This is an optimization exercise on Yosys and OpenROAD, whose aim is small area, not a production implementation. Only simulation tests tie the RTL to the original design; equivalence was not proved. Power is estimated from default activity; no workload was simulated. No driver is modelled on the clock port, so clocking that relies on it looks cheaper here than on a real chip.

## UART_TOP_own
module UART_TOP_own (
    input               clk,
    input               rstn,
    input       [3:0]   paddr_i,
    input       [31:0]  pwdata_i,
    input               psel_i,
    input               penable_i,
    input               pwrite_i,
    input               rx_in,
    output reg          tx_out,
    output reg          uart_int_o,
    output reg  [31:0]  prdata_o
);
wire apb_wr = psel_i & penable_i & pwrite_i;
wire apb_rs = psel_i & ~penable_i & ~pwrite_i;       
wire wr_st  = apb_wr & (paddr_i == 4'h7);            
reg  [31:0] r_tx, r_baud, r_conf, r_rxtrig, r_txtrig, r_delay;
reg         wv_tx, wv_baud, wv_conf, wv_rxtrig, wv_txtrig, wv_delay;
reg         wtx;                     
always @(posedge clk) begin
    if (apb_wr) wtx <= (paddr_i == 4'h0);
    if (apb_wr && paddr_i == 4'h0) r_tx     <= pwdata_i;
    if (apb_wr && paddr_i == 4'h2) r_baud   <= pwdata_i;
    if (apb_wr && paddr_i == 4'h3) r_conf   <= pwdata_i;
    if (apb_wr && paddr_i == 4'h4) r_rxtrig <= pwdata_i;
    if (apb_wr && paddr_i == 4'h5) r_txtrig <= pwdata_i;
    if (apb_wr && paddr_i == 4'h6) r_delay  <= pwdata_i;
end
always @(posedge clk or negedge rstn) begin
    if (!rstn) begin
        wv_tx <= 1'b0; wv_baud <= 1'b0; wv_conf <= 1'b0;
        wv_rxtrig <= 1'b0; wv_txtrig <= 1'b0; wv_delay <= 1'b0;
    end else begin
        if (apb_wr && paddr_i == 4'h0) wv_tx     <= 1'b1;
        if (apb_wr && paddr_i == 4'h2) wv_baud   <= 1'b1;
        if (apb_wr && paddr_i == 4'h3) wv_conf   <= 1'b1;
        if (apb_wr && paddr_i == 4'h4) wv_rxtrig <= 1'b1;
        if (apb_wr && paddr_i == 4'h5) wv_txtrig <= 1'b1;
        if (apb_wr && paddr_i == 4'h6) wv_delay  <= 1'b1;
    end
end
wire [31:0] uart_tx     = wv_tx     ? r_tx     : 32'h0;
wire [31:0] uart_baud   = wv_baud   ? r_baud   : 32'hf152;
wire [31:0] uart_conf   = wv_conf   ? r_conf   : 32'h34;
  ...
Size in the first run: roughly 2000 cells after synthesis, ~590 flip-flops, roughly 76 I/O pins, roughly 25000 sq um of cells after synthesis.
export LEC_CHECK = 0
export CAP_MARGIN = 0
export CORE_MARGIN = 2
export CORE_UTILIZATION = 65
export SLEW_MARGIN = 0
create_clock -name core_clock -period 8.0 [get_ports {clk}]
standard.sh (not shown) runs the stock make flow with config.mk's settings and CLKGATE_MAP_FILE= SYNTH_SCRIPT=/design/flow/synth_recipe.tcl, a recipe that flattens the netlist after the stock synthesis.
==> flow/flow/run.sh <==
#!/bin/bash
# Layout flow: the standard flow (standard.sh, with its synthesis unchanged)
# with these changes:
#  - after the floorplan, OpenROAD's restructure re-maps the combinational
#    logic for area (registers are not touched), using a copy of the liberty
#    file without the platform's don't-use cells;
#  - 1x buffers on the ports;
#  - an area-oriented clock tree (larger sink clusters, no dummy loads).
# Each tool's output goes to a log of its own in this folder; ORFS writes each
# step's own log under orfs/logs.
set -euo pipefail
HERE=$(pwd)
FLOWDIR=$(cd "$(dirname "$0")" && pwd)
export BUFFER_PORTS_ARGS="-buffer_cell sky130_fd_sc_hd__buf_1"
export CTS_ARGS="-sink_clustering_enable -repair_clock_nets -sink_clustering_size 28 -sink_clustering_max_diameter 120 -dont_use_dummy_load"

bash standard.sh floorplan > flow_floorplan.log 2>&1

python3 "$FLOWDIR/libfilter.py" "$FLOW_HOME/platforms/sky130hd/lib/sky130_fd_sc_hd__tt_025C_1v80.lib" \
  "$HERE/restructure.lib" 'sky130_fd_sc_hd__lpflow_*' 'sky130_fd_sc_hd__probe*' > libfilter.log 2>&1
mkdir -p "$HERE/restructure"
RES="$HERE/orfs/results/sky130hd/UART_TOP_own/base" LIB="$HERE/restructure.lib" WD="$HERE/restructure" \
  openroad -no_init -exit "$FLOWDIR/restructure.tcl" > restructure.log 2>&1

bash standard.sh finish > flow_finish.log 2>&1
Other scripts of this flow, unchanged in this note and not shown: flow/flow/libfilter.py, flow/flow/restructure.tcl
The first run produced a clean layout.
Next try:
- CAP_MARGIN: 0 -> 20
- SLEW_MARGIN: 0 -> 20
Effect:
- setup slack improves by 90 ps
- count of clock-buffer cells in the layout is unchanged
- wire length stays flat
- first-iteration DRC count goes down by 0.94%
- critical path depth stays the same
- non-clock buffer count goes up by 2
- total power barely changes
- final area hardly moves
- global-route usage barely changes

---

Another version of the RTL of UART_TOP_own (not shown whole).
Size: about 1900 cells after synthesis, roughly 600 flip-flops, roughly 76 I/O pins.
clock: 8.0 ns
lec_check: 0
cap_margin: 20
core_margin: 2
core_utilization: 65
slew_margin: 20
==> flow/flow/run.sh <==
#!/bin/bash
# Layout flow: the standard flow (standard.sh, with its synthesis unchanged)
# with these changes:
#  - after the floorplan, OpenROAD's restructure re-maps the combinational
#    logic for area (registers are not touched), using a copy of the liberty
#    file without the platform's don't-use cells;
#  - 1x buffers on the ports;
#  - an area-oriented clock tree (larger sink clusters, no dummy loads).
# Each tool's output goes to a log of its own in this folder; ORFS writes each
# step's own log under orfs/logs.
set -euo pipefail
HERE=$(pwd)
FLOWDIR=$(cd "$(dirname "$0")" && pwd)
export BUFFER_PORTS_ARGS="-buffer_cell sky130_fd_sc_hd__buf_1"
export CTS_ARGS="-sink_clustering_enable -repair_clock_nets -sink_clustering_size 32 -sink_clustering_max_diameter 140 -dont_use_dummy_load"

bash standard.sh floorplan > flow_floorplan.log 2>&1

python3 "$FLOWDIR/libfilter.py" "$FLOW_HOME/platforms/sky130hd/lib/sky130_fd_sc_hd__tt_025C_1v80.lib" \
  "$HERE/restructure.lib" 'sky130_fd_sc_hd__lpflow_*' 'sky130_fd_sc_hd__probe*' > libfilter.log 2>&1
mkdir -p "$HERE/restructure"
RES="$HERE/orfs/results/sky130hd/UART_TOP_own/base" LIB="$HERE/restructure.lib" WD="$HERE/restructure" \
  openroad -no_init -exit "$FLOWDIR/restructure.tcl" > restructure.log 2>&1

bash standard.sh finish > flow_finish.log 2>&1
Other scripts of this flow, unchanged in this note and not shown: flow/flow/libfilter.py, flow/flow/restructure.tcl
Edit:
Settings changed: GPL_TIMING_DRIVEN from default to 0.
What happened:
- The new run passed the timing, DRC and antenna checks
- total power barely changes
- synthesized area is unchanged
- setup slack loses 0.22 ns
- global-route usage decreases by 0.41 points
- wire length decreases by 1.7%
- count of clock-buffer cells in the layout does not change
- sequential power is about the same
- first-iteration DRC count decreases by about 9%

==> separate check: timing with driven ports <==
No port has a modelled driver above. Below, the same layouts with a new extraction and two added sets of constraints. Step 1, drivers: a clkbuf_16 drives clk and a buf_2 each remaining input, both assumed. Step 2 also shifts input and output timing later by t, the mid clock arrival at the registers, as if the neighbouring blocks saw the same clock. a / b / c = ideal / step 1 / step 2; a / b = the first two.
run	t, ns	slack for setup (ns)	worst setup path at the end	worst register clock-pin slew, ns	pins driven straight from the clock port
the first run of note 1	0.630	1.841 / 1.756 / 1.756	input to output	0.11 / 0.11	1
the second run of note 1	0.623	1.931 / 1.851 / 1.851	input to output	0.11 / 0.11	1
the first run of note 2	0.618	1.036 / 0.984 / 0.984	input to output	0.12 / 0.12	1
the second run of note 2	0.603	0.815 / 0.745 / 0.745	input to output	0.12 / 0.12	1
After both steps setup and hold are still met in every run listed. For the first run of note 1, which loses most, drivers alone change the setup slack by -0.085 ns; drivers and shift together by -0.085 ns.
